What follows belongs to an exercise in optimizing a design on an open flow for small area, a short achievable clock period and few clock cycles; a production flow would make more cautious choices.
At most, simulation tests tie the RTL to the original design; equivalence was not proved.
The RTL of runs 4 and 5 was laid out without a check of its function.
No activity file was given, so power comes from the tool's default toggle rates.

==> design/flow/design.v <==
module ks_adder #(
  parameter W = 32
)(
  input  [W-1:0] a,
  input  [W-1:0] b,
  input          cin,
  output [W-1:0] sum,
  output         cout
);
  localparam L = $clog2(W);
  wire [W-1:0] p0 = a ^ b;
  wire [W-1:0] g0 = a & b;
  wire [W-1:0] gl [0:L];
  wire [W-1:0] pl [0:L];
  assign gl[0] = {g0[W-1:1], g0[0] | (p0[0] & cin)};
  assign pl[0] = p0;
  genvar l, i;
  generate
    for (l = 0; l < L; l = l + 1) begin : lvl
      for (i = 0; i < W; i = i + 1) begin : bit_
        if (i >= (1 << l)) begin : node
          assign gl[l+1][i] = gl[l][i] | (pl[l][i] & gl[l][i - (1 << l)]);
          assign pl[l+1][i] = pl[l][i] & pl[l][i - (1 << l)];
        end else begin : pass
          assign gl[l+1][i] = gl[l][i];
          assign pl[l+1][i] = pl[l][i];
        end
      end
    end
  endgenerate
  wire [W:0] c = {gl[L], cin};
  assign sum  = p0 ^ c[W-1:0];
  assign cout = c[W];
endmodule
module lt_tree #(
  parameter W = 32           
)(
  input  [W-1:0] lt_bit,     
  input  [W-1:0] eq_bit,     
  output         lt
);
  localparam L = $clog2(W);
  wire [W-1:0] g [0:L];
  wire [W-1:0] p [0:L];
  assign g[0] = lt_bit;
  assign p[0] = eq_bit;
  genvar l, i;
  generate
    for (l = 0; l < L; l = l + 1) begin : lvl
      for (i = 0; i < (W >> (l + 1)); i = i + 1) begin : node
        assign g[l+1][i] = g[l][2*i+1] | (p[l][2*i+1] & g[l][2*i]);
        assign p[l+1][i] = p[l][2*i+1] & p[l][2*i];
      end
      for (i = (W >> (l + 1)); i < W; i = i + 1) begin : unused
        assign g[l+1][i] = 1'b0;
        assign p[l+1][i] = 1'b0;
      end
    end
  endgenerate
  assign lt = g[L][0];
endmodule
module add32 (
  input  [31:0] a,
  input  [31:0] b,
  output [31:0] s
);
  assign s = a + b;
endmodule
module rf_dec (
  input  [4:0]  a,
  output [31:1] y
);
  genvar i;
  generate
    for (i = 1; i < 32; i = i + 1) begin : line
      assign y[i] = (a == i);
    end
  endgenerate
endmodule
module simple_cpu
#(parameter DATA_WIDTH = 32)(
  input clk,
  input rstn,
  output [DATA_WIDTH-1:0] imem_addr,
  input  [DATA_WIDTH-1:0] imem_rdata,
  output [DATA_WIDTH-1:0] dmem_addr,
  output [DATA_WIDTH-1:0] dmem_wdata,
  output [3:0]            dmem_wstrb,
  output                  dmem_re,
  input  [DATA_WIDTH-1:0] dmem_rdata
);
wire [31:0] f_inst = imem_rdata;
wire [6:0]  f_op   = f_inst[6:0];
wire [4:0]  f_rd   = f_inst[11:7];
wire [2:0]  f_f3   = f_inst[14:12];
wire [4:0]  f_rs1  = f_inst[19:15];
wire [4:0]  f_rs2  = f_inst[24:20];
wire        f_f7b5 = f_inst[30];
wire f_is_op     = (f_op == 7'b0110011);
wire f_is_opimm  = (f_op == 7'b0010011);
wire f_is_load   = (f_op == 7'b0000011);
wire f_is_store  = (f_op == 7'b0100011);
wire f_is_branch = (f_op == 7'b1100011);
wire f_is_jalr   = (f_op == 7'b1100111);
wire f_is_jal    = (f_op == 7'b1101111);
wire f_is_lui    = (f_op == 7'b0110111);
wire f_is_auipc  = (f_op == 7'b0010111);
wire f_wr = (f_is_op | f_is_opimm | f_is_load | f_is_jalr | f_is_jal | f_is_lui | f_is_auipc)
            & (f_rd != 5'd0);
wire f_tk_eq  = f_is_branch & (f_f3 == 3'b000);
wire f_tk_ne  = f_is_branch & (f_f3 == 3'b001);
wire f_tk_lt  = f_is_branch & (f_f3 == 3'b100);
wire f_tk_ge  = f_is_branch & (f_f3 == 3'b101);
wire f_tk_ltu = f_is_branch & (f_f3 == 3'b110);
wire f_tk_geu = f_is_branch & (f_f3 == 3'b111);
wire f_alu    = f_is_opimm | (f_is_op & (~f_f7b5 | f_f3 == 3'b000 | f_f3 == 3'b101));
wire f_r_add  = f_alu & (f_f3 == 3'b000);
wire f_r_sh   = f_alu & (f_f3 == 3'b001 | f_f3 == 3'b101);
wire f_r_slt  = f_alu & (f_f3 == 3'b010);
wire f_r_sltu = f_alu & (f_f3 == 3'b011);
wire f_r_xor  = f_alu & (f_f3 == 3'b100);
wire f_r_or   = f_alu & (f_f3 == 3'b110);
wire f_r_and  = f_alu & (f_f3 == 3'b111);
wire f_sub    = (f_is_op & f_f7b5 & (f_f3 == 3'b000)) | (f_f3[2:1] == 2'b01);
wire f_sh_l   = (f_f3 == 3'b001);
wire f_sh_a   = f_f7b5;
reg [31:0] f_imm;
always @(*) begin
  if (f_is_store)
    f_imm = {{20{f_inst[31]}}, f_inst[31:25], f_inst[11:7]};
  else if (f_is_branch)
    f_imm = {{20{f_inst[31]}}, f_inst[7], f_inst[30:25], f_inst[11:8], 1'b0};
  else if (f_is_jal)
    f_imm = {{12{f_inst[31]}}, f_inst[19:12], f_inst[20], f_inst[30:21], 1'b0};
  else if (f_is_lui | f_is_auipc)
    f_imm = {f_inst[31:12], 12'b0};
  else
    f_imm = {{20{f_inst[31]}}, f_inst[31:20]};
end
reg [31:0] rv1;          
reg [31:0] rv2;          
reg [31:0] agu;          
reg [31:0] tgt;          
reg [31:0] pc4;          
reg [3:0]  c_eq;         
reg [3:0]  c_lt;         
reg        c_eq31;       
reg        c_lts31;      
reg        c_ltu31;      
reg [4:0]  rd;
reg [2:0]  funct3;
reg        wr;           
reg        is_op, is_load, is_store, is_jalr;
reg        tk_always, tk_eq, tk_ne, tk_lt, tk_ge, tk_ltu, tk_geu;
reg        r_add, r_sh, r_slt, r_sltu, r_xor, r_or, r_and, r_link, r_lui, r_auipc;
reg        sub, sh_l, sh_a;
wire [31:0] wb_data;
wire [31:0] next_pc;     
wire [31:0] rf_rd1, rf_rd2;
reg [31:0] regs [1:31];
always @(posedge clk) begin
  if (wr) regs[rd] <= wb_data;
end
wire [31:1] sel1_lo, sel1_hi, sel2_lo, sel2_hi;
rf_dec m_dec1_lo (.a(f_rs1), .y(sel1_lo));
rf_dec m_dec1_hi (.a(f_rs1), .y(sel1_hi));
rf_dec m_dec2_lo (.a(f_rs2), .y(sel2_lo));
rf_dec m_dec2_hi (.a(f_rs2), .y(sel2_hi));
reg [31:0] rf_rd1_r, rf_rd2_r;
integer ri;
always @(*) begin
  rf_rd1_r = 32'd0;
  rf_rd2_r = 32'd0;
  for (ri = 1; ri < 32; ri = ri + 1) begin
    rf_rd1_r = rf_rd1_r | {{16{sel1_hi[ri]}} & regs[ri][31:16], {16{sel1_lo[ri]}} & regs[ri][15:0]};
    rf_rd2_r = rf_rd2_r | {{16{sel2_hi[ri]}} & regs[ri][31:16], {16{sel2_lo[ri]}} & regs[ri][15:0]};
  end
end
assign rf_rd1 = rf_rd1_r;
assign rf_rd2 = rf_rd2_r;
wire f_use_rs2 = f_is_op | f_is_store | f_is_branch;
wire f_hit1 = wr & (rd == f_rs1);
wire f_hit2 = wr & (rd == f_rs2);
wire [31:0] f_rv1 = f_hit1 ? wb_data : rf_rd1;
wire [31:0] f_rv2 = f_hit2 ? wb_data : rf_rd2;
wire f_stall = (f_is_load | f_is_store | f_is_jalr) & f_hit1;
wire [31:0] f_beq = {~(f_rv1[30:0] ^ f_rv2[30:0]), 1'b1};
wire [31:0] f_blt = {~f_rv1[30:0] & f_rv2[30:0], 1'b0};
wire [3:0]  f_geq, f_glt;
genvar gi;
generate
  for (gi = 0; gi < 4; gi = gi + 1) begin : cmp_grp
    lt_tree #(.W(8)) m_glt (.lt_bit(f_blt[8*gi +: 8]), .eq_bit(f_beq[8*gi +: 8]), .lt(f_glt[gi]));
    assign f_geq[gi] = &f_beq[8*gi +: 8];
  end
endgenerate
wire [31:0] f_agu;                       
wire [31:0] f_tgt;
add32 m_agu (.a(rf_rd1),  .b(f_imm), .s(f_agu));
add32 m_tgt (.a(next_pc), .b(f_imm), .s(f_tgt));
wire [31:0] f_pc4 = next_pc + 32'd4;
always @(posedge clk) begin
  if (!rstn) begin
    pc4       <= 32'd0;
    wr        <= 1'b0;
    is_op     <= 1'b0;
    is_load   <= 1'b0;
    is_store  <= 1'b0;
    is_jalr   <= 1'b0;
    tk_always <= 1'b0;
    tk_eq     <= 1'b0;
    tk_ne     <= 1'b0;
    tk_lt     <= 1'b0;
    tk_ge     <= 1'b0;
    tk_ltu    <= 1'b0;
    tk_geu    <= 1'b0;
    r_add     <= 1'b0;
    r_sh      <= 1'b0;
    r_slt     <= 1'b0;
    r_sltu    <= 1'b0;
    r_xor     <= 1'b0;
    r_or      <= 1'b0;
    r_and     <= 1'b0;
    r_link    <= 1'b0;
    r_lui     <= 1'b0;
    r_auipc   <= 1'b0;
  end else if (f_stall) begin
    pc4       <= next_pc;
    wr        <= 1'b0;
    is_op     <= 1'b0;
    is_load   <= 1'b0;
    is_store  <= 1'b0;
    is_jalr   <= 1'b0;
    tk_always <= 1'b0;
    tk_eq     <= 1'b0;
    tk_ne     <= 1'b0;
    tk_lt     <= 1'b0;
    tk_ge     <= 1'b0;
    tk_ltu    <= 1'b0;
    tk_geu    <= 1'b0;
    r_add     <= 1'b0;
    r_sh      <= 1'b0;
    r_slt     <= 1'b0;
    r_sltu    <= 1'b0;
    r_xor     <= 1'b0;
    r_or      <= 1'b0;
    r_and     <= 1'b0;
    r_link    <= 1'b0;
    r_lui     <= 1'b0;
    r_auipc   <= 1'b0;
  end else begin
    pc4       <= f_pc4;
    wr        <= f_wr;
    is_op     <= f_is_op;
    is_load   <= f_is_load;
    is_store  <= f_is_store;
    is_jalr   <= f_is_jalr;
    tk_always <= f_is_jal | f_is_jalr;
    tk_eq     <= f_tk_eq;
    tk_ne     <= f_tk_ne;
    tk_lt     <= f_tk_lt;
    tk_ge     <= f_tk_ge;
    tk_ltu    <= f_tk_ltu;
    tk_geu    <= f_tk_geu;
    r_add     <= f_r_add;
    r_sh      <= f_r_sh;
    r_slt     <= f_r_slt;
    r_sltu    <= f_r_sltu;
    r_xor     <= f_r_xor;
    r_or      <= f_r_or;
    r_and     <= f_r_and;
    r_link    <= f_is_jal | f_is_jalr;
    r_lui     <= f_is_lui;
    r_auipc   <= f_is_auipc;
  end
  agu     <= f_agu;
  tgt     <= f_tgt;
  sub     <= f_sub;
  sh_l    <= f_sh_l;
  sh_a    <= f_sh_a;
  rd      <= f_rd;
  funct3  <= f_f3;
  rv1     <= f_rv1;
  rv2     <= f_use_rs2 ? f_rv2 : f_imm;
  c_eq    <= f_geq;
  c_lt    <= f_glt;
  c_eq31  <= ~(f_rv1[31] ^ f_rv2[31]);
  c_lts31 <= f_rv1[31] & ~f_rv2[31];
  c_ltu31 <= ~f_rv1[31] & f_rv2[31];
end
wire lt_low;
lt_tree #(.W(4)) m_lt (.lt_bit(c_lt), .eq_bit(c_eq), .lt(lt_low));
wire br_eq  = c_eq31 & (&c_eq);
wire br_lt  = c_lts31 | (c_eq31 & lt_low);
wire br_ltu = c_ltu31 | (c_eq31 & lt_low);
wire take = tk_always | (tk_eq & br_eq) | (tk_ne & ~br_eq) | (tk_lt & br_lt) |
            (tk_ge & ~br_lt) | (tk_ltu & br_ltu) | (tk_geu & ~br_ltu);
wire [31:0] target = is_jalr ? agu : tgt;
assign next_pc   = take ? target : pc4;
assign imem_addr = next_pc;
wire [31:0] op_b = rv2;
wire [32:0] sum  = {1'b0, rv1} + {1'b0, op_b ^ {32{sub}}} + {32'd0, sub};
wire        lt_u = ~sum[32];
wire        lt_s = (rv1[31] ^ op_b[31]) ? rv1[31] : sum[31];
wire [4:0]  shamt = op_b[4:0];
reg  [31:0] sh_in, sh_out;
integer k;
always @(*) begin
  for (k = 0; k < 32; k = k + 1) sh_in[k] = sh_l ? rv1[31-k] : rv1[k];
end
wire [63:0] sh_ext = {{32{sh_a & rv1[31] & ~sh_l}}, sh_in};
wire [31:0] sh_r   = sh_ext >> shamt;
always @(*) begin
  for (k = 0; k < 32; k = k + 1) sh_out[k] = sh_l ? sh_r[31-k] : sh_r[k];
end
wire [31:0] alu_out = ({32{r_add}}   & sum[31:0])
                    | ({32{r_sh}}    & sh_out)
                    | {31'd0, r_slt  & lt_s}
                    | {31'd0, r_sltu & lt_u}
                    | ({32{r_xor}}   & (rv1 ^ op_b))
                    | ({32{r_or}}    & (rv1 | op_b))
                    | ({32{r_and}}   & (rv1 & op_b))
                    | ({32{r_link}}  & pc4)
                    | ({32{r_lui}}   & op_b)
                    | ({32{r_auipc}} & tgt);
assign dmem_addr = agu;
assign dmem_re   = is_load;
reg [31:0] st_data;
reg [3:0]  st_strb;
always @(*) begin
  st_data = rv2;
  st_strb = 4'b0000;
  case (funct3[1:0])
    2'b00: begin st_data = {4{rv2[7:0]}};  st_strb = 4'b0001 << agu[1:0]; end
    2'b01: begin st_data = {2{rv2[15:0]}}; st_strb = agu[1] ? 4'b1100 : 4'b0011; end
    2'b10: begin st_data = rv2;            st_strb = 4'b1111; end
    default: ;
  endcase
end
assign dmem_wdata = st_data;
assign dmem_wstrb = is_store ? st_strb : 4'b0000;
wire [7:0]  ld_byte = agu[1] ? (agu[0] ? dmem_rdata[31:24] : dmem_rdata[23:16])
                             : (agu[0] ? dmem_rdata[15:8]  : dmem_rdata[7:0]);
wire [15:0] ld_half = agu[1] ? dmem_rdata[31:16] : dmem_rdata[15:0];
reg  [31:0] ld_data;
always @(*) begin
  case (funct3[1:0])
    2'b00:   ld_data = {{24{ld_byte[7]  & ~funct3[2]}}, ld_byte};
    2'b01:   ld_data = {{16{ld_half[15] & ~funct3[2]}}, ld_half};
    2'b10:   ld_data = dmem_rdata;
    default: ld_data = 32'd0;
  endcase
end
assign wb_data = is_load ? ld_data : alu_out;
endmodule
==> design/flow/flow/run.sh <==
#!/bin/bash
# Own layout flow: the standard flow (standard.sh) with two changes:
# the ports are buffered with buf_2 cells instead of the slow delay cell that
# buffer_ports picks by default, and CTS inserts no dummy loads and builds the tree from clkbuf_8 cells, up to 12 sinks per leaf.
set -euo pipefail
export BUFFER_PORTS_ARGS="-buffer_cell sky130_fd_sc_hd__buf_2"
export CTS_ARGS="-sink_clustering_enable -repair_clock_nets -dont_use_dummy_load -sink_clustering_size 12 -sink_clustering_max_diameter 60 -buf_list sky130_fd_sc_hd__clkbuf_8"
bash standard.sh > standard_flow.log 2>&1
==> design/flow/standard.sh <==
#!/bin/bash
# synth_recipe.tcl (not shown) runs the flow's synth.tcl, then flattens the netlist and writes it again
# the make line also repeats each setting of config.mk as NAME=value (left out here)
make -C /OpenROAD-flow-scripts/flow DESIGN_CONFIG=/design/flow/config.mk WORK_HOME=/design/flow/orfs CLKGATE_MAP_FILE= SYNTH_SCRIPT=/design/flow/synth_recipe.tcl "${@:-finish}"
==> design/flow/config.mk <==
export PLATFORM = sky130hd
export DESIGN_NAME = simple_cpu
export DESIGN_NICKNAME = simple_cpu
export VERILOG_FILES = /design/flow/design.v
export SDC_FILE = /design/flow/constraint.sdc
export NUM_CORES = 8
export LEC_CHECK = 0
export CAP_MARGIN = 20
export CORE_MARGIN = 2
export CORE_UTILIZATION = 47
export PLACE_DENSITY = 0.7
export SETUP_SLACK_MARGIN = 5
export SLEW_MARGIN = 50
export SYNTH_HIERARCHICAL = 1
export SYNTH_MINIMUM_KEEP_SIZE = 50
export TNS_END_PERCENT = 20
==> design/flow/constraint.sdc <==
create_clock -name core_clock -period 10.0 [get_ports {clk}]
set_input_delay 2.0000 -clock core_clock [delete_from_list [all_inputs] [get_ports {clk}]]
set_output_delay 2.0000 -clock core_clock [all_outputs]
set_load 0.01 [all_outputs]
==> impl_results.md, run 1 <==
* Met2 wire len at 126000 um
* Top Ports at between 150 and 200
* Wl on met1 at approximately 100000 um
* Post-layout min period at around 5 ns
* Core Util, Final at between 50% and 60%
* Std cell rows at 133
* GRT Util Overall at approximately 45%
* LEAKAGE at about 25 nW
* Final Hold Viols at 0
* DRT Wirelength at roughly 310000 um
* Tcrit/Tclk final at 51.0%
* Highest metal used: met5
* Setup CP Type: input pin to flip-flop
* Number of DRC markers in iteration 0 at ~13000
* Overflow after GRT at 0
* Met3 routed WL at slightly above 50000 um
* Vias at 56959
* Hold/Removal Path Class: flip-flop to flip-flop
* Die width at 368 um
* Final setup viols at 0
* Worst Hold Depth at 3
* Yosys reg bits at around 1200
* Synth warn at 9
* Post-synth EDFFs at 992
* Commonest non-fill, non-tap cell in the layout: edfxtp_1
* Initial Util at 47.3%
* Critical Path Stages at 14
* Max cap viols at 0
* CP max FO at 19
* Setup Skew at 0.121 ns
* Core Area at 131000 sq um
* Avg Vias per Cell at 7.77
* Post-Syn Instances at between 5000 and 6000
* FFs w/ async S/R, synth at 0%
* F_max at just under 0.2 GHz
* Syn avg cell area at roughly 12 sq um
* Worst Path Buf+Inv at 2
* Netlist cell types at 94
* Required @ worst endpoint at 10.77 ns
* Total CTS buffers at around 130
* CTS clk-pin slew, worst paths at around 0.080 ns
* Placed wire-length estimate at 201000 um
* Post-Layout Inst Area at roughly 70000 sq um
* TNS Setup at 0 ns
* Die Height at 368 um
* Placed inst area at approximately 67000 sq um
* Worst path max stage delay at between 0.5 and 0.6 ns
* DR pass1 iterations at 13
* # DRC at 0
* Worst Setup Start Kind: input pin
* Hold WS at around 0.67 ns
* IO buf count at about 170
* Max_slew headroom at between 30% and 40%
* Die ar. at roughly 140000 sq um
* Mapped Area at slightly above 60000 sq um
* Maximum VDD drop at between 0.0001 and 0.00015 V
* Seq/Total Area, Yosys at 54.5%
* Gpl congestion at roughly 1.1
* First-pass GRT wire length at ~420000 um
* Max Slew Vio Count at 0
* Final nets at ~5800
* Highest-count cells in the layout ignoring fill and taps: edfxtp_1, a22oi_1, nand2_1
* RSZ-0062 raised after global routing: yes
* Syn nets at around 5600
* Power per cell area at roughly 150 nW/um^2
* Worst-path cell chain: buf_2 > or3b_4 > nor2_4 > buf_4 > a222oi_1 > nand4_1 > o32ai_1 > a31oi_2 > ha_1 > a21o_1 > a21oi_1 > nor2_1 > nor2_1 > nand2_1
* CP delay by family, top: simple AND/OR/NAND/NOR gates
* Root buf cell: clkbuf_8
* Critical Path Sink Type: flip-flop
* Status: complete, no violations
* CTS Buffer Depth at 3
* Post-route ant nets at 0
* Syn-to-layout area delta at 13.0%
* Post-Layout Cell Count at around 7300
* # clock sinks at about 1200
* Placed cell count at about 7100
* H-tree levels at 4
* Most used cell, CP: nor2_1
* Worst slew pin tran at just over 0.9 ns
* WP data arrival at about 6 ns
* Synth Flop Type: edfxtp_1
* Hold Buf Count CTS at 0
* CTS tree: yes
* Initial antenna violation count at 17
* FF-to-FF path depth at 14
* CP max stage cell: nor2_4
* Largest net degree at the start of global routing at 55
* Post-DR wirelength/cell at about 43 um
* Share of layout cells above drive strength 1 at between 20% and 30%
* Vias in the first global route at ~53000
* Clock latency on the worst-skew pair at between 0.9 and 1 ns
## metrics by stage
stage,setup slack (ns),power [mW]
2_1_floorplan,4.73,6.78
3_3_place_gp,3.55,7.58
3_5_place_dp,3.54,7.59
4_1_cts,4.92,10.4
5_1_grt,4.89,10.8
6_report,4.90,10.6
## layer usage
metal,up-vias,global-route usage [%]
met5,-,1.07
met4,38,32.4
met3,1861,19.8
met2,6175,63.0
met1,27101,54.0
li1,21784,-
## modules after synthesis, one instance, submodules excluded
module / flip-flops and latches / times used
rf_dec: 0 / 4
simple_cpu: 1194 / 1
add32: 0 / 2
## cells in the mapped netlist (189+ instances only)
cell type | instances | area [sq um]
nor2_1 | 344 | 1290
clkbuf_1 | 377 | 1420
a21oi_1 | 225 | 1130
a22o_1 | 213 | 1870
nand3_1 | 212 | 1060
o21ai_0 | 189 | 946
ha_1 | 191 | 2390
nand2_1 | 290 | 1090
a221oi_1 | 233 | 2040
a22oi_1 | 515 | 3870
dfxtp_1 | 202 | 4040
edfxtp_1 | 992 | 29800
## power breakdown
part	switching [mW]	internal, mW
clock	1.68	1.17
sequential	0.254	5.43
combinational	1.27	0.752
## state kept, by name (all words and copies together) (netlist names), 3 cells and up
name and flops:
tgt 32, rv1 32, c_lt 4, agu 32, regs 992, pc4 32, rd 5, rv2 32
funct3 3, c_eq 4
## worst reg2reg max path: cells and delay by family, from the launching register on
kind / cells / cell delay (ns)
AOI/OAI and AO/OA: 6 / 1.02
adders and majority gates: 1 / 0.32
buffers and inverters: 2 / 0.68
DFF: 1 / 0.74
muxes: 3 / 1.61
and+or+nand+nor: 2 / 0.43
## worst paths after layout
kind              to           start  slack, ns
max reg2reg  c_lt[2]         rv1[18]       5.06
min          pc4[28]         pc4[28]       0.67
max          c_lt[0]  imem_rdata[22]       4.90
min reg2reg  pc4[28]         pc4[28]       0.67
## final cells by class
type | instances | area, sq um
fill | 11034 | 61100
sequential | 1194 | 33800
multi-input combinational | 3625 | 28000
timing repair buffer | 482 | 3840
tap | 1755 | 2200
clock buffer | 132 | 1820
inverter | 135 | 508
antenna | 9 | 22.5
## kinds of logic after synthesis
family / share of synthesized area [%]
DFF: 54.5
xor gates and xnor gates: 2.02
and+or+nand+nor: 10.5
AOI/OAI and AO/OA: 21.8
muxes: 3.69
buffers and inverters: 3.61
adders and majority gates: 3.94
## what timing repair did
item                       4_1_cts  5_1_grt
buffers inserted                16       49
gates cloned                     1        2
setup endpoints to repair      123       55
gates resized for setup        103      160
pin swaps                       13       50
Testbench counts, summed over its fixed seeds: cycles 1,992,704.
==> run 2, diff against run 1 <==
--- a/design/flow/config.mk
+++ b/design/flow/config.mk
@@ -8,7 +8,6 @@
 export CAP_MARGIN = 20
 export CORE_MARGIN = 2
 export CORE_UTILIZATION = 47
-export PLACE_DENSITY = 0.7
 export SETUP_SLACK_MARGIN = 5
 export SLEW_MARGIN = 50
 export SYNTH_HIERARCHICAL = 1
==> impl_results.md, run 2 <==
* Status: complete, no violations (unchanged)
* Worst-path cell chain: buf_8 > or3b_4 > nor2_2 > buf_4 > a22o_1 > a221oi_1 > nand3_1 > or4_4 > ha_4 > and3_1 > o211ai_1 > o21bai_4 > a22oi_4 > a311oi_4 > o311a_1 > or3_1 (was buf_2 > or3b_4 > nor2_4 > buf_4 > a222oi_1 > nand4_1 > o32ai_1 > a31oi_2 > ha_1 > a21o_1 > a21oi_1 > nor2_1 > nor2_1 > nand2_1)
* Final Hold Viols at 0 (unchanged)
* GRT Util Overall at 45.9% (was 44.7%)
* Most flops, register: regs (unchanged)
* Die ar. at 135000 sq um (unchanged)
* F_max at 0.196 GHz (about the same)
* Syn-to-layout area delta at 12.8% (was 13.0%)
* Comb pwr share at 18.9% (was 19.2%)
* Critical Path Sink Type: flip-flop (unchanged)
* Sw Share at 30.5% (was 30.4%)
* # DRC at 0 (unchanged)
* LEAKAGE at 24.4 nW (was 24.5 nW)
* Post-DR wirelength/cell at 43.7 um (was 42.7 um)
* FF-to-FF path depth at 16 (was 14)
* CTS clk-pin slew, worst paths at 0.09 ns (was 0.08 ns)
* CTS Buffer Depth at 3 (unchanged)
* WP data arrival at 5.90 ns (was 5.87 ns)
* Setup CP Type: input pin to flip-flop (unchanged)
* Setup slack at placement at 3.46 ns (was 3.54 ns)
* Max Slew Vio Count at 0 (unchanged)
* Highest-count cells in the layout ignoring fill and taps: edfxtp_1, a22oi_1, nand2_1 (unchanged)
* Root buf cell: clkbuf_8 (unchanged)
* RSZ-0062 raised after global routing: yes (unchanged)
* Post-Layout Cell Count at 7298 (was 7332)
* Reg-to-Reg End: c_lt[3] (was c_lt[2])
* Area share of fa/ha/maj cells after synthesis at 3.94% (unchanged)
* CTS tree: yes (unchanged)
* Synth warn at 9 (unchanged)
* FFs w/ async S/R, synth at 0% (unchanged)
* Clock latency on the worst-skew pair at 0.97 ns (was 0.95 ns)
* Synth Area in Compound Gates at 21.8% (unchanged)
* Setup Skew at 0.108 ns (was 0.121 ns)
* Die Height at 368 um (unchanged)
* Avg Vias per Cell at 7.76 (was 7.77)
* Top Ports at 167 (unchanged)
* Internal power at 7.35 mW (about the same)
* Netlist cell types at 94 (unchanged)
* Top-count cell post-synth: edfxtp_1 (unchanged)
* Power per cell area at 151 nW/um^2 (was 150 nW/um^2)
* Worst path max stage delay at 0.60 ns (was 0.52 ns)
* Hold Buf Count CTS at 0 (unchanged)
* Core Area at 131000 sq um (unchanged)
* Placed wire-length estimate at 210000 um (was 201000 um)
* Worst Setup Start Kind: input pin (unchanged)
* Net Sw Power at 3.23 mW (was 3.21 mW)
* Tcrit/Tclk final at 50.9% (was 51.0%)
* Die width at 368 um (unchanged)
* Total CTS buffers at 133 (was 132)
* Fillers at 11252 (was 11034)
* Flop pwr share at 53.8% (about the same)
* IO buf count at 166 (unchanged)
* TNS Setup at 0 ns (unchanged)
* Worst r2r src: rv2[0] (was rv1[18])
* Reg2Reg Setup Slack at 5.02 ns (was 5.06 ns)
* Tot Pwr at 10.6 mW (about the same)
* Syn avg cell area at 11.5 sq um (unchanged)
* Max cap viols at 0 (unchanged)
* Std cell rows at 133 (unchanged)
* Gpl congestion at 1.06 (was 1.05)
* Vias in the first global route at 52401 (was 52516)
* Hold WS at 0.660 ns (was 0.667 ns)
* Initial antenna violation count at 13 (was 17)
* Commonest non-fill, non-tap cell in the layout: edfxtp_1 (unchanged)
* First-pass GRT wire length at 429000 um (was 420000 um)
* Worst slew pin tran at 0.877 ns (was 0.914 ns)
* Number of DRC markers in iteration 0 at 12664 (was 12934)
* Final setup viols at 0 (unchanged)
* Cell taking the most area after synthesis: edfxtp_1 (unchanged)
* Post-Syn Instances at 5385 (unchanged)
* Post-synthesis mux area share at 3.69% (unchanged)
* Post-synth EDFFs at 992 (unchanged)
* Required @ worst endpoint at 10.81 ns (was 10.77 ns)
* Synth area leaders: edfxtp_1, dfxtp_1, a22oi_1 (unchanged)
* Max_slew headroom at 41.5% (was 39.0%)
* Synth Flop Type: edfxtp_1 (unchanged)
* CP Capture Point: agu[31] (was c_lt[0])
* Placed cell count at 7126 (was 7121)
* Largest net degree at the start of global routing at 55 (unchanged)
* CP max FO at 18 (was 19)
* Placed inst area at 67000 sq um (was 66600 sq um)
* Post-layout min period at 5.09 ns (was 5.10 ns)
* Clock share of power at 27.3% (was 27.0%)
* Final nets at 5798 (was 5830)
* Final worst setup slack at 4.91 ns (was 4.90 ns)
* CP max stage cell: or4_4 (was nor2_4)
* DRT Wirelength at 319000 um (was 313000 um)
* Largest register FFs at 992 (unchanged)
* Origin of the worst setup path: imem_rdata[17] (was imem_rdata[22])
* H-tree levels at 4 (unchanged)
* Synth top area share at 48.0% (unchanged)
* Share of layout cells above drive strength 1 at 20.4% (was 20.5%)
* Hold/Removal Path Class: flip-flop to flip-flop (unchanged)
* Syn nets at 5645 (unchanged)
* DR pass1 iterations at 14 (was 13)
* Largest family of logic cells by synthesized area: compound AO/OA/AOI/OAI gates (unchanged)
* Commonest cells post-synth: edfxtp_1, a22oi_1, clkbuf_1, nor2_1, nand2_1 (unchanged)
* Post-Layout Inst Area at 70100 sq um (was 70200 sq um)
* Synth Area in Simple Gates at 10.5% (unchanged)
* Post-route ant nets at 0 (unchanged)
* Core Util, Final at 53.4% (was 53.5%)
* Seq/Total Area, Yosys at 54.5% (unchanged)
* XOR/XNOR share of the synthesized area at 2.02% (unchanged)
* # clock sinks at 1194 (unchanged)
* Maximum VDD drop at 0.000127 V (was 0.000130 V)
* Initial Util at 47.3% (unchanged)
* Vias at 56629 (was 56959)
* Mapped Area at 62100 sq um (unchanged)
* Yosys reg bits at 1194 (unchanged)
* Overflow after GRT at 0 (unchanged)
## run 2: cell count changes in the layout (fill, tap and decap cells not counted), moves of 12 or more
cell,delta
buf_12,-12
nor2_1,-22
nor2_4,+14
buf_8,+14
buf_6,-12
buf_4,-31
## run 2: power groups by stage
stage	clock, mW	combinational [mW]	sequential, mW
after detailed placement	0	1.83	5.78
final	2.89	2.00	5.69
after CTS	2.89	1.86	5.67
after global routing	3.07	2.10	5.68
after floorplan	0	1.14	5.64
after global placement	0	1.81	5.78
## run 2: final cells by class
class	instances	area, sq um	area share, %
multi-input cells	3624	28000	40.0
flip-flops and latches	1194	33800	48.3
clock buffers	133	1830	2.61
diodes	7	17.5	0.0250
well taps	1755	2200	3.13
repair buffers	450	3690	5.26
inverters	135	507	0.723
## run 2: how the worst min path moves through the flow
stage          startpoint  endpoint  slack (ns)  depth (start not counted)
6_report          pc4[28]   pc4[28]        0.66                          3
5_1_grt            pc4[0]    pc4[0]        0.69                          3
4_1_cts           pc4[28]   pc4[28]        0.65                          3
3_5_place_dp      pc4[28]   pc4[28]        0.63                          3
3_3_place_gp      pc4[28]   pc4[28]        0.62                          3
2_1_floorplan     pc4[31]   pc4[31]        0.53                          3
## run 2: critical path, delay by kind of cell
family                   cells  cell delay [ns]
AND/OR/NAND/NOR              6             1.59
AO/OA/AOI/OAI                7             1.55
buffers and inverters        2             0.41
adder cells (fa/ha/maj)      1             0.32
## run 2: kinds of logic after synthesis
group                    count (synthesis)
AO/OA/AOI/OAI                         1813
XOR/XNOR                               143
adder cells (fa/ha/maj)                194
buffers and inverters                  567
flip-flops                            1194
multiplexers                           159
AND/OR/NAND/NOR                       1315
## run 2: routing by layer
layer	vias to the layer above	track usage (%)	wire length, um
met2	5824	65.1	128000
met4	22	32.1	30600
met3	1738	19.5	51200
met5	-	0.142	357
met1	27322	56.1	109000
li1	21723	-	-
## run 2: per-module statistics from Yosys, one instance, submodules excluded
module      cells inside  flip-flops and latches
simple_cpu          4719                    1194
add32                241                       0
rf_dec                46                       0
## run 2: timing repair
item,CTS,global route
setup endpoints to repair,61,90
cloned,1,1
pin swaps,8,37
setup buffers,11,16
resized for setup,80,129
==> run 3, diff against run 2 <==
--- a/design/flow/config.mk
+++ b/design/flow/config.mk
@@ -12,4 +12,4 @@
 export SLEW_MARGIN = 50
 export SYNTH_HIERARCHICAL = 1
 export SYNTH_MINIMUM_KEEP_SIZE = 50
-export TNS_END_PERCENT = 20
+export TNS_END_PERCENT = 0
==> impl_results.md, run 3 <==
* Post-synth EDFFs at 992 (unchanged)
* Share of layout cells above drive strength 1 at 20.5% (was 20.4%)
* Std cell rows at 133 (unchanged)
* Post-Syn Instances at 5385 (unchanged)
* Maximum VDD drop at 0.000112 V (was 0.000127 V)
* Final Hold Viols at 0 (unchanged)
* RSZ-0062 raised after global routing: yes (unchanged)
* Die Height at 368 um (unchanged)
* Synth top area share at 48.0% (unchanged)
* Number of DRC markers in iteration 0 at 12766 (was 12664)
* Worst Setup Start Kind: input pin (unchanged)
* Setup CP Type: input pin to flip-flop (unchanged)
* # clock sinks at 1194 (unchanged)
* Post-route ant nets at 0 (unchanged)
* First-pass GRT wire length at 434000 um (was 429000 um)
* Syn nets at 5645 (unchanged)
* Max_slew headroom at 40.7% (was 41.5%)
* Overflow after GRT at 0 (unchanged)
* DR pass1 iterations at 14 (unchanged)
* Met2 Use GR at 65.6% (was 65.1%)
* Met1 Usage GRT at 57.9% (was 56.1%)
* Setup slack at placement at 3.33 ns (was 3.46 ns)
* Highest-count cells in the layout ignoring fill and taps: edfxtp_1, a22oi_1, nand2_1 (unchanged)
* Largest net degree at the start of global routing at 55 (unchanged)
* Core Area at 131000 sq um (unchanged)
* Power per cell area at 152 nW/um^2 (was 151 nW/um^2)
* XOR/XNOR share of the synthesized area at 2.02% (unchanged)
* Die ar. at 135000 sq um (unchanged)
* H-tree levels at 4 (unchanged)
* Max cap viols at 0 (unchanged)
* CP max FO at 16 (was 18)
* Cell taking the most area after synthesis: edfxtp_1 (unchanged)
* Final nets at 5808 (was 5798)
* Yosys reg bits at 1194 (unchanged)
* FFs w/ async S/R, synth at 0% (unchanged)
* F_max at 0.194 GHz (was 0.196 GHz)
* Grt met3 use at 19.4% (was 19.5%)
* Grt peak-use layer: met2 (unchanged)
* Netlist cell types at 94 (unchanged)
* Tcrit/Tclk final at 51.6% (was 50.9%)
* Synth Area in Compound Gates at 21.8% (unchanged)
* Clock latency on the worst-skew pair at 0.96 ns (was 0.97 ns)
* Syn avg cell area at 11.5 sq um (unchanged)
* Top-count cell post-synth: edfxtp_1 (unchanged)
* Mapped Area at 62100 sq um (unchanged)
* Root buf cell: clkbuf_8 (unchanged)
* Largest family of logic cells by synthesized area: compound AO/OA/AOI/OAI gates (unchanged)
* TNS Setup at 0 ns (unchanged)
* Post-Layout Inst Area at 69900 sq um (was 70100 sq um)
* Required @ worst endpoint at 10.80 ns (was 10.81 ns)
* Seq/Total Area, Yosys at 54.5% (unchanged)
* Total CTS buffers at 135 (was 133)
* CTS clk-pin slew, worst paths at 0.08 ns (was 0.09 ns)
* Synth warn at 9 (unchanged)
* Syn-to-layout area delta at 12.6% (was 12.8%)
* Critical Path Sink Type: flip-flop (unchanged)
* Placed wire-length estimate at 209000 um (was 210000 um)
* CTS Buffer Depth at 3 (unchanged)
* Avg Vias per Cell at 7.78 (was 7.76)
* Vias in the first global route at 52317 (was 52401)
* Initial antenna violation count at 13 (unchanged)
* Largest register FFs at 992 (unchanged)
* Worst path max stage delay at 0.66 ns (was 0.60 ns)
* Vias at 56892 (was 56629)
* Hold/Removal Path Class: flip-flop to flip-flop (unchanged)
* Post-synthesis mux area share at 3.69% (unchanged)
* Status: complete, no violations (unchanged)
* CP max stage cell: or4_4 (unchanged)
* Synth Area in Simple Gates at 10.5% (unchanged)
* Worst slew pin tran at 0.889 ns (was 0.877 ns)
* Final setup viols at 0 (unchanged)
* Final worst setup slack at 4.84 ns (was 4.91 ns)
* Worst-path cell chain: buf_8 > or2_4 > nor2_2 > buf_4 > a222oi_1 > nand3_1 > or4_4 > ha_4 > o211ai_1 > o21ai_2 > o21bai_4 > a22oi_4 > a311oi_4 > o311a_1 > or3_1 (was buf_8 > or3b_4 > nor2_2 > buf_4 > a22o_1 > a221oi_1 > nand3_1 > or4_4 > ha_4 > and3_1 > o211ai_1 > o21bai_4 > a22oi_4 > a311oi_4 > o311a_1 > or3_1)
* Initial Util at 47.3% (unchanged)
* Die width at 368 um (unchanged)
* CTS tree: yes (unchanged)
* DRT Wirelength at 323000 um (was 319000 um)
* IO buf count at 166 (unchanged)
* Area share of fa/ha/maj cells after synthesis at 3.94% (unchanged)
* Max Slew Vio Count at 0 (unchanged)
* GRT Util Overall at 46.5% (was 45.9%)
* Placed inst area at 66800 sq um (was 67000 sq um)
* Commonest non-fill, non-tap cell in the layout: edfxtp_1 (unchanged)
* WP data arrival at 5.96 ns (was 5.90 ns)
* Top Ports at 167 (unchanged)
* Most flops, register: regs (unchanged)
* # DRC at 0 (unchanged)
* Post-layout min period at 5.16 ns (was 5.09 ns)
* Setup Skew at 0.125 ns (was 0.108 ns)
* Synth Flop Type: edfxtp_1 (unchanged)
* Commonest cells post-synth: edfxtp_1, a22oi_1, clkbuf_1, nor2_1, nand2_1 (unchanged)
* LEAKAGE at 24.4 nW (about the same)
* Gpl congestion at 1.06 (about the same)
* Post-DR wirelength/cell at 44.2 um (was 43.7 um)
* Synth area leaders: edfxtp_1, dfxtp_1, a22oi_1 (unchanged)
run 3: cell counts after synthesis:
Identical to the previous run, type by type.
run 3: critical path: cells and delay by family:
kind | cells | cell delay [ns]
buf+inv | 2 | 0.44
simple gates | 5 | 1.43
compound gates | 7 | 1.70
fa+ha+maj | 1 | 0.33
run 3: final timing paths:
path / depth (start not counted) / slack (ns) / from / to
setup reg to reg: 15 / 4.97 / sub / c_lt[3]
hold / removal: 3 / 0.62 / pc4[28] / pc4[28]
setup / recovery: 15 / 4.84 / imem_rdata[19] / agu[31]
hold reg to reg: 3 / 0.62 / pc4[28] / pc4[28]
run 3: layout make-up:
type                            count  area, sq um
Tap cell                         1755         2200
Sequential cell                  1194        33800
Clock buffer                      135         1860
Inverter                          135          508
Multi-Input combinational cell   3625        27900
Antenna cell                        9         22.5
Timing Repair Buffer              457         3590
Fill cell                       11296        61400
run 3: cells by family after synthesis:
logic type,after synthesis
fa+ha+maj,194
buf+inv,567
simple gates,1315
flops,1194
mux,159
compound gates,1813
xor+xnor,143
run 3: report_power, final:
part           internal [mW]  switching (mW)  leakage [nW]
clock                   1.20            1.70         0.971
combinational          0.743            1.30          12.9
sequential              5.43           0.250          10.5
run 3: what timing repair did:
| item | 4_1_cts | 5_1_grt |
|---|---|---|
| setup buffers | 15 | 24 |
| setup endpoints to repair | 98 | 74 |
| gates resized for setup | 109 | 107 |
| pin swaps | 10 | 33 |
| cloned | 1 | 0 |
| endpoints found under the hold margin | 0 | 0 |
| hold buffers | 0 | 0 |
run 3: layer usage:
layer	vias up	part of all wire (%)
met3	1640	16
met5	-	0.049
li1	21731	-
met1	27475	35
met2	6032	40
met4	14	9.0
run 3: metrics by stage:
| stage | std cells | hold slack (ns) | utilization (%) | power, mW |
|---|---|---|---|---|
| floorplan | 5385 | 0.528 | - | 6.77 |
| global placement | 7089 | 0.623 | 50.3 | 7.61 |
| detailed placement | 7123 | 0.612 | 50.9 | 7.62 |
| CTS | 7274 | 0.616 | 52.7 | 10.5 |
| global route | 7303 | 0.682 | 53.2 | 10.9 |
| finish | 7310 | 0.618 | 53.3 | 10.6 |
run 3: modules after synthesis, one instance, submodules excluded:
module / flops+latches / area [sq um]
simple_cpu: 1194 / 57800
add32: 0 / 1740
rf_dec: 0 / 218
==> run 4, diff against run 3 <==
--- a/design/flow/design.v
+++ b/design/flow/design.v
@@ -140,7 +140,6 @@
 reg [31:0] rv1;          
 reg [31:0] rv2;          
 reg [31:0] agu;          
-reg [31:0] tgt;          
 reg [31:0] pc4;          
 reg [3:0]  c_eq;         
 reg [3:0]  c_lt;         
@@ -178,7 +177,8 @@
 end
 assign rf_rd1 = rf_rd1_r;
 assign rf_rd2 = rf_rd2_r;
-wire f_use_rs2 = f_is_op | f_is_store | f_is_branch;
+wire f_use_rs2 = f_is_op | f_is_store;
+wire f_use_tgt = f_is_branch | f_is_jal | f_is_auipc;
 wire f_hit1 = wr & (rd == f_rs1);
 wire f_hit2 = wr & (rd == f_rs2);
 wire [31:0] f_rv1 = f_hit1 ? wb_data : rf_rd1;
@@ -274,14 +274,13 @@
     r_auipc   <= f_is_auipc;
   end
   agu     <= f_agu;
-  tgt     <= f_tgt;
   sub     <= f_sub;
   sh_l    <= f_sh_l;
   sh_a    <= f_sh_a;
   rd      <= f_rd;
   funct3  <= f_f3;
   rv1     <= f_rv1;
-  rv2     <= f_use_rs2 ? f_rv2 : f_imm;
+  rv2     <= f_use_rs2 ? f_rv2 : f_use_tgt ? f_tgt : f_imm;
   c_eq    <= f_geq;
   c_lt    <= f_glt;
   c_eq31  <= ~(f_rv1[31] ^ f_rv2[31]);
@@ -295,7 +294,7 @@
 wire br_ltu = c_ltu31 | (c_eq31 & lt_low);
 wire take = tk_always | (tk_eq & br_eq) | (tk_ne & ~br_eq) | (tk_lt & br_lt) |
             (tk_ge & ~br_lt) | (tk_ltu & br_ltu) | (tk_geu & ~br_ltu);
-wire [31:0] target = is_jalr ? agu : tgt;
+wire [31:0] target = is_jalr ? agu : rv2;
 assign next_pc   = take ? target : pc4;
 assign imem_addr = next_pc;
 wire [31:0] op_b = rv2;
@@ -322,7 +321,7 @@
                     | ({32{r_and}}   & (rv1 & op_b))
                     | ({32{r_link}}  & pc4)
                     | ({32{r_lui}}   & op_b)
-                    | ({32{r_auipc}} & tgt);
+                    | ({32{r_auipc}} & rv2);
 assign dmem_addr = agu;
 assign dmem_re   = is_load;
 reg [31:0] st_data;
--- a/design/flow/config.mk
+++ b/design/flow/config.mk
@@ -7,9 +7,9 @@
 export LEC_CHECK = 0
 export CAP_MARGIN = 20
 export CORE_MARGIN = 2
-export CORE_UTILIZATION = 47
+export CORE_UTILIZATION = 40
 export SETUP_SLACK_MARGIN = 5
 export SLEW_MARGIN = 50
 export SYNTH_HIERARCHICAL = 1
 export SYNTH_MINIMUM_KEEP_SIZE = 50
-export TNS_END_PERCENT = 0
+export TNS_END_PERCENT = 20
==> impl_results.md, run 4 <==
* Post-synth EDFFs at 992 (unchanged)
* Final setup viols at 0 (unchanged)
* RSZ-0062 raised after global routing: yes (unchanged)
* Top-count cell post-synth: edfxtp_1 (unchanged)
* Avg Vias per Cell at 7.39 (was 7.78)
* TNS Setup at 0 ns (unchanged)
* Synth Flop Type: edfxtp_1 (unchanged)
* CP max stage cell: or4_4 (unchanged)
* GRT Util Overall at 40.8% (was 46.5%)
* Syn avg cell area at 11.6 sq um (was 11.5 sq um)
* Seq/Total Area, Yosys at 53.9% (was 54.5%)
* Syn-to-layout area delta at 16.3% (was 12.6%)
* F_max at 0.195 GHz (was 0.194 GHz)
* Synth top area share at 48.4% (was 48.0%)
* FFs w/ async S/R, synth at 0% (unchanged)
* Die width at 396 um (was 368 um)
* Placed wire-length estimate at 225000 um (was 209000 um)
* Std cell rows at 143 (was 133)
* Min-delay src: pc4[17] (was pc4[28])
* Synth warn at 9 (unchanged)
* LEAKAGE at 24.9 nW (was 24.4 nW)
* Final nets at 5825 (was 5808)
* Synth area leaders: edfxtp_1, a22oi_1, dfxtp_1 (was edfxtp_1, dfxtp_1, a22oi_1)
* Gpl congestion at 1.04 (was 1.06)
* Post-route ant nets at 0 (unchanged)
* Overflow after GRT at 0 (unchanged)
* Total CTS buffers at 134 (was 135)
* DR pass1 iterations at 14 (unchanged)
* Worst slew pin tran at 0.884 ns (was 0.889 ns)
* Die Height at 396 um (was 368 um)
* IO buf count at 166 (unchanged)
* Root buf cell: clkbuf_8 (unchanged)
* Critical Path Sink Type: flip-flop (unchanged)
* Hold/Removal Path Class: flip-flop to flip-flop (unchanged)
* Max Slew Vio Count at 0 (unchanged)
* CP max FO at 18 (was 16)
* Max_slew headroom at 41.1% (was 40.7%)
* Worst-path cell chain: buf_8 > nand3b_1 > buf_4 > nor2_4 > buf_12 > a222oi_1 > nand3_1 > or4_4 > ha_4 > o211ai_1 > o21ai_2 > o21bai_4 > a22oi_4 > a311oi_4 > o311a_1 > or3_1 (was buf_8 > or2_4 > nor2_2 > buf_4 > a222oi_1 > nand3_1 > or4_4 > ha_4 > o211ai_1 > o21ai_2 > o21bai_4 > a22oi_4 > a311oi_4 > o311a_1 > or3_1)
* Post-Layout Inst Area at 71600 sq um (was 69900 sq um)
* CTS tree: yes (unchanged)
* Largest register FFs at 992 (unchanged)
* Required @ worst endpoint at 10.77 ns (was 10.80 ns)
* WP data arrival at 5.90 ns (was 5.96 ns)
* Worst r2r src: sub (unchanged)
* Worst Setup Start Kind: input pin (unchanged)
* Core Area at 152000 sq um (was 131000 sq um)
* FF-to-FF path depth at 14 (was 15)
* Post-Syn Instances at 5326 (was 5385)
* Vias at 56164 (was 56892)
* Reg-to-Reg End: c_lt[1] (was c_lt[3])
* Post-DR wirelength/cell at 43.7 um (was 44.2 um)
* Largest net degree at the start of global routing at 55 (unchanged)
* Netlist cell types at 99 (was 94)
* DRT Wirelength at 332000 um (was 323000 um)
* Worst hold endpoint: pc4[18] (was pc4[28])
* Post-Layout Cell Count at 7601 (was 7310)
* Placed cell count at 7377 (was 7123)
* Number of DRC markers in iteration 0 at 10517 (was 12766)
* Initial Util at 40.4% (was 47.3%)
* Fillers at 13790 (was 11296)
* Cell taking the most area after synthesis: edfxtp_1 (unchanged)
* Status: complete, no violations (unchanged)
* Initial antenna violation count at 12 (was 13)
* First-pass GRT wire length at 442000 um (was 434000 um)
* Maximum VDD drop at 0.000151 V (was 0.000112 V)
* CTS clk-pin slew, worst paths at 0.07 ns (was 0.08 ns)
* Final worst setup slack at 4.87 ns (was 4.84 ns)
* Share of layout cells above drive strength 1 at 22.7% (was 20.5%)
* Setup slack at placement at 3.28 ns (was 3.33 ns)
* Worst path max stage delay at 0.57 ns (was 0.66 ns)
* Tcrit/Tclk final at 51.3% (was 51.6%)
* Vias in the first global route at 52785 (was 52317)
* Die ar. at 157000 sq um (was 135000 sq um)
* Commonest non-fill, non-tap cell in the layout: edfxtp_1 (unchanged)
* Core Util, Final at 47.0% (was 53.3%)
* Top Ports at 167 (unchanged)
* Setup CP Type: input pin to flip-flop (unchanged)
* Worst Hold Depth at 4 (was 3)
* Syn nets at 5586 (was 5645)
* Commonest cells post-synth: edfxtp_1, a22oi_1, clkbuf_1, nor2_1, nand2_1 (unchanged)
* Max cap viols at 0 (unchanged)
* Final Hold Viols at 0 (unchanged)
* Post-layout min period at 5.13 ns (was 5.16 ns)
* H-tree levels at 4 (unchanged)
* # DRC at 0 (unchanged)
* CTS Buffer Depth at 3 (unchanged)
* Clock latency on the worst-skew pair at 0.97 ns (was 0.96 ns)
* Mapped Area at 61600 sq um (was 62100 sq um)
* # clock sinks at 1162 (was 1194)
* Highest-count cells in the layout ignoring fill and taps: edfxtp_1, a22oi_1, nand2_1 (unchanged)
* Placed inst area at 67600 sq um (was 66800 sq um)
* Yosys reg bits at 1162 (was 1194)
* Most flops, register: regs (unchanged)
* Setup Skew at 0.117 ns (was 0.125 ns)
* Reg2Reg Setup Slack at 4.94 ns (was 4.97 ns)
* Power per cell area at 148 nW/um^2 (was 152 nW/um^2)
[run 4: changes by cell type after synthesis, moves of 32 or more]
| cell | delta |
|---|---|
| mux2i_1 | +55 |
| o21ai_1 | +37 |
| a21oi_1 | -52 |
| o21ai_0 | -40 |
| dfxtp_1 | -32 |
| a22oi_1 | +34 |
[run 4: timing repair]
action	4_1_cts	5_1_grt
hold buffers	0	0
resized for setup	148	178
buffers inserted	41	36
pin swaps	28	53
endpoints found under the setup margin	87	69
gates cloned	4	1
[run 4: worst max path at each step]
stage / slack (ns) / startpoint / cells after the start / endpoint
floorplan: 4.68 / imem_rdata[16] / 15 / agu[31]
global placement: 3.33 / imem_rdata[0] / 18 / rv2[18]
detailed placement: 3.28 / imem_rdata[0] / 18 / rv2[18]
CTS: 4.87 / imem_rdata[18] / 14 / agu[31]
global route: 4.84 / imem_rdata[16] / 16 / agu[31]
finish: 4.87 / imem_rdata[16] / 16 / agu[31]
[run 4: per-layer routing]
metal / part of all wire, % / GRT usage, % / vias to the layer above / wire, um
met5: 0.038 / 0 / - / 126
met4: 9.2 / 29.0 / 8 / 30700
met3: 14 / 15.1 / 1508 / 48000
met2: 42 / 59.9 / 5465 / 138000
met1: 35 / 49.4 / 27441 / 115000
li1: - / - / 21742 / -
[run 4: through the flow]
step / hold WS, ns / total power [mW]
finish: 0.754 / 10.6
CTS: 0.756 / 10.4
global placement: 0.741 / 7.54
floorplan: 0.651 / 6.67
detailed placement: 0.744 / 7.57
global route: 0.806 / 10.8
[run 4: logic make-up after synthesis]
logic type      after synthesis  share of synthesized area (%)
compound gates             1775                           21.7
flops                      1162                           53.9
xor+xnor                    136                           1.94
fa+ha+maj                   194                           3.98
mux                         205                           4.44
buf+inv                     580                           3.69
simple gates               1274                           10.3
[run 4: final cells by class]
cell class | instances | area [sq um] | area share, %
Sequential cell | 1162 | 33200 | 46.4
Inverter | 144 | 546 | 0.762
Multi-Input combinational cell | 3585 | 28700 | 40.1
Timing Repair Buffer | 538 | 4730 | 6.61
Clock buffer | 134 | 1840 | 2.58
Tap cell | 2030 | 2540 | 3.55
Antenna cell | 8 | 20.0 | 0.0280
[run 4: report_power, final]
| part | total [mW] | switching, mW | internal (mW) |
|---|---|---|---|
| sequential | 5.57 | 0.284 | 5.29 |
| combinational | 2.12 | 1.33 | 0.798 |
| clock | 2.88 | 1.69 | 1.19 |
| total | 10.6 | 3.30 | 7.28 |
[run 4: Yosys stat by module, one instance, submodules excluded]
| module | times used | cells | cell area, sq um | flip-flops and latches |
|---|---|---|---|---|
| add32 | 2 | 241 | 1740 | 0 |
| rf_dec | 4 | 46 | 218 | 0 |
| simple_cpu | 1 | 4660 | 57200 | 1162 |
[run 4: critical path, delay by kind of cell]
family | cells | cell delay, ns
compound gates | 7 | 1.61
fa+ha+maj | 1 | 0.31
buf+inv | 3 | 0.50
simple gates | 5 | 1.43
==> run 5, diff against run 4 <==
--- a/design/flow/config.mk
+++ b/design/flow/config.mk
@@ -7,7 +7,7 @@
 export LEC_CHECK = 0
 export CAP_MARGIN = 20
 export CORE_MARGIN = 2
-export CORE_UTILIZATION = 40
+export CORE_UTILIZATION = 47
 export SETUP_SLACK_MARGIN = 5
 export SLEW_MARGIN = 50
 export SYNTH_HIERARCHICAL = 1
==> impl_results.md, run 5 <==
* Tot Pwr at 10.5 mW (was 10.6 mW)
* Synth Area in Simple Gates at 10.3% (unchanged)
* Mapped Area at 61600 sq um (unchanged)
* Largest family of logic cells by synthesized area: compound AO/OA/AOI/OAI gates (unchanged)
* Syn-to-layout area delta at 14.4% (was 16.3%)
* Largest register FFs at 992 (unchanged)
* Commonest non-fill, non-tap cell in the layout: edfxtp_1 (unchanged)
* Worst r2r src: sub (unchanged)
* Synth top area share at 48.4% (unchanged)
* FF+latch area at 33200 sq um (about the same)
* Worst slew pin tran at 0.843 ns (was 0.884 ns)
* Reg2Reg Setup Slack at 5.11 ns (was 4.94 ns)
* Netlist cell types at 99 (unchanged)
* Avg Vias per Cell at 7.79 (was 7.39)
* Origin of the worst setup path: funct3[0] (was imem_rdata[16])
* Seq/Total Area, Yosys at 53.9% (unchanged)
* Number of DRC markers in iteration 0 at 12044 (was 10517)
* Yosys reg bits at 1162 (unchanged)
* WP data arrival at 3.16 ns (was 5.90 ns)
* Gpl congestion at 1.04 (about the same)
* First-pass GRT wire length at 428000 um (was 442000 um)
* Final setup viols at 0 (unchanged)
* Status: complete, no violations (unchanged)
* Area share of fa/ha/maj cells after synthesis at 3.98% (unchanged)
* Post-route ant nets at 0 (unchanged)
* Placed cell count at 7070 (was 7377)
* DRT Wirelength at 319000 um (was 332000 um)
* Top Ports at 167 (unchanged)
* GRT Util Overall at 45.9% (was 40.8%)
* Core Area at 130000 sq um (was 152000 sq um)
* Hold/Removal Path Class: flip-flop to flip-flop (unchanged)
* # DRC at 0 (unchanged)
* Synth area leaders: edfxtp_1, a22oi_1, dfxtp_1 (unchanged)
* Final nets at 5798 (was 5825)
* Top-count cell post-synth: edfxtp_1 (unchanged)
* Largest net degree at the start of global routing at 57 (was 55)
* Area of the multi-input gates at 28300 sq um (was 28700 sq um)
* Vias at 56806 (was 56164)
* TNS Setup at 0 ns (unchanged)
* Post-synth EDFFs at 992 (unchanged)
* Post-layout min period at 5.16 ns (was 5.13 ns)
* Post-Layout Cell Count at 7289 (was 7601)
* IO buf count at 166 (unchanged)
* Die width at 366 um (was 396 um)
* Setup CP Type: flip-flop to output pin (was input pin to flip-flop)
* Total CTS buffers at 131 (was 134)
* Synth warn at 9 (unchanged)
* Post-DR wirelength/cell at 43.8 um (was 43.7 um)
* Final worst setup slack at 4.84 ns (was 4.87 ns)
* Syn avg cell area at 11.6 sq um (unchanged)
* Worst-path cell chain: buf_4 > nand2b_2 > a21oi_1 > nor3_1 > buf_2 (was buf_8 > nand3b_1 > buf_4 > nor2_4 > buf_12 > a222oi_1 > nand3_1 > or4_4 > ha_4 > o211ai_1 > o21ai_2 > o21bai_4 > a22oi_4 > a311oi_4 > o311a_1 > or3_1)
* Setup Skew at 0.108 ns (was 0.117 ns)
* CTS clk-pin slew, worst paths at 0.06 ns (was 0.07 ns)
* # clock sinks at 1162 (unchanged)
* Std cell rows at 132 (was 143)
* Required @ worst endpoint at 8.00 ns (was 10.77 ns)
* Initial antenna violation count at 16 (was 12)
* F_max at 0.194 GHz (was 0.195 GHz)
* Most flops, register: regs (unchanged)
* Max_slew headroom at 43.8% (was 41.1%)
* Clock latency on the worst-skew pair at 0.95 ns (was 0.97 ns)
* CP delay by family, top: simple AND/OR/NAND/NOR gates (was compound AO/OA/AOI/OAI gates)
* Reg-to-Reg End: c_lt[0] (was c_lt[1])
* Post-synthesis mux area share at 4.44% (unchanged)
* Min-delay src: pc4[17] (unchanged)
* Worst Setup Start Kind: flip-flop (was input pin)
* Synth Flop Type: edfxtp_1 (unchanged)
* Share of layout cells above drive strength 1 at 21.7% (was 22.7%)
* Maximum VDD drop at 0.000139 V (was 0.000151 V)
* Max cap viols at 0 (unchanged)
* Synth Area in Compound Gates at 21.7% (unchanged)
* DR pass1 iterations at 11 (was 14)
* Placed wire-length estimate at 208000 um (was 225000 um)
* Syn nets at 5586 (unchanged)
* Final Hold Viols at 0 (unchanged)
* CTS Buffer Depth at 3 (unchanged)
* Die Height at 366 um (was 396 um)
* Critical Path Sink Type: output pin (was flip-flop)
* Tcrit/Tclk final at 51.6% (was 51.3%)
* Overflow after GRT at 0 (unchanged)
* Vias in the first global route at 52010 (was 52785)
* Commonest cells post-synth: edfxtp_1, a22oi_1, clkbuf_1, nor2_1, nand2_1 (unchanged)
* Initial Util at 47.4% (was 40.4%)
* Die ar. at 134000 sq um (was 157000 sq um)
* Power per cell area at 149 nW/um^2 (was 148 nW/um^2)
* Worst path max stage delay at 0.64 ns (was 0.57 ns)
* FF-to-FF path depth at 19 (was 14)
* Max Slew Vio Count at 0 (unchanged)
* CTS tree: yes (unchanged)
* Cell taking the most area after synthesis: edfxtp_1 (unchanged)
* CP max stage cell: nor3_1 (was or4_4)
* CP max FO at 21 (was 18)
* FFs w/ async S/R, synth at 0% (unchanged)
* H-tree levels at 4 (unchanged)
* Fillers at 11141 (was 13790)
* CP Capture Point: dmem_wstrb[0] (was agu[31])
* Setup slack at placement at 3.23 ns (was 3.28 ns)
* Core Util, Final at 54.2% (was 47.0%)
* LEAKAGE at 24.6 nW (was 24.9 nW)
* RSZ-0062 raised after global routing: yes (unchanged)
* Highest-count cells in the layout ignoring fill and taps: edfxtp_1, a22oi_1, nand2_1 (unchanged)
* Worst Path Buf+Inv at 2 (was 3)
* Critical Path Stages at 5 (was 16)
* Post-Syn Instances at 5326 (unchanged)
* Root buf cell: clkbuf_8 (unchanged)
* XOR/XNOR share of the synthesized area at 1.94% (unchanged)
run 5: cell type report:
class                      instances  share of cell area (%)
tap                             1742                    3.10
sequential                      1162                    47.2
antenna                           11                  0.0391
multi-input combinational       3584                    40.2
inverter                         144                   0.773
clock buffer                     131                    2.56
timing repair buffer             515                    6.17
run 5: logic make-up after synthesis:
kind of cell               Yosys count
DFF                               1162
buffers and inverters              580
and+or+nand+nor                   1274
muxes                              205
adders and majority gates          194
xor gates and xnor gates           136
AOI/OAI and AO/OA                 1775
run 5: how the worst min path moves through the flow:
stage	cells after the start	end	slack [ns]
3_5_place_dp	4	pc4[18]	0.71
4_1_cts	4	pc4[18]	0.71
3_3_place_gp	4	pc4[15]	0.71
5_1_grt	4	pc4[18]	0.78
6_report	4	pc4[18]	0.70
2_1_floorplan	4	pc4[15]	0.65
run 5: what timing repair did:
action                                  in CTS  in global routing
pin swaps                                   26                 43
buffers inserted                            34                 36
endpoints found under the setup margin      80                 75
gates cloned                                 0                  4
hold buffers                                 0                  0
gates resized for setup                    120                132
run 5: modules after synthesis (local to each module, per instance):
module	area, sq um	times used	cells
add32	1740	2	241
rf_dec	218	4	46
simple_cpu	57200	1	4660
run 5: report_power, final:
part           internal (mW)  leakage [nW]  switching (mW)
registers               5.29          10.3           0.202
clock network           1.16         0.942            1.67
logic                  0.790          13.4            1.36
run 5: per-layer routing:
layer	track usage (%)	vias up	part of all wire (%)	wire [um]
li1	-	21656	-	-
met1	55.7	27181	34	107000
met2	65.9	6088	41	129000
met3	19.2	1871	16	51600
met4	32.4	10	9.7	30900
met5	0	-	0.023	73
run 5: worst reg2reg max path, cell delays in order, from the launching register on:
cell and delay [ns]:
dfxtp_2 0.31, clkbuf_8 0.33, xor2_1 0.33, ha_1 0.35, a2111oi_0 0.48, o21ai_1 0.21, o21ai_1 0.30, o21ai_2 0.20
nand4_1 0.20, a21boi_0 0.13, or4b_1 0.66, a21oi_2 0.19, buf_6 0.26, mux2i_1 0.14, ha_1 0.21, a21o_1 0.15
a21oi_1 0.17, nor2_1 0.06, nor2_1 0.08, nand2_1 0.06
run 5: per-stage QoR:
stage	area [sq um]	hold slack [ns]
final	70400	0.705
after global routing	70400	0.776
after CTS	69400	0.712
after detailed placement	66800	0.709
after global placement	65700	0.711
after floorplan	62100	0.651

## what the ideal ports hide
No port has a modelled driver above. Below, the same layouts with a new extraction and two added sets of constraints.
Step 1: set_driving_cell puts a clkbuf_16 on clk and a buf_2 on each other input, an assumption about the parent block.
Step 2 times the ports against the registers' clock, not the clock port: input delays grow and output delays shrink by t, the midpoint of the rising clock arrivals with the driver on.
Slacks: ideal ports / drivers / drivers and shift; pairs: ideal ports / drivers.
run	t (ns)	slack for setup (ns)	worst setup path after step 2	slew at the worst register clock pin (ns)
run 1	0.960	4.897 / 4.882 / 3.921	input to register	0.10 / 0.10
run 2	0.986	4.906 / 4.874 / 3.890	input to register	0.10 / 0.10
run 3	0.980	4.841 / 4.780 / 3.799	input to register	0.09 / 0.09
run 4	0.964	4.871 / 4.701 / 3.737	input to register	0.09 / 0.09
run 5	0.975	4.838 / 4.643 / 3.668	input to register	0.09 / 0.09
After both steps every run listed still meets setup and hold. The setup slack of run 5, which loses most, moves by -0.195 ns with the drivers and by -1.170 ns with both steps.
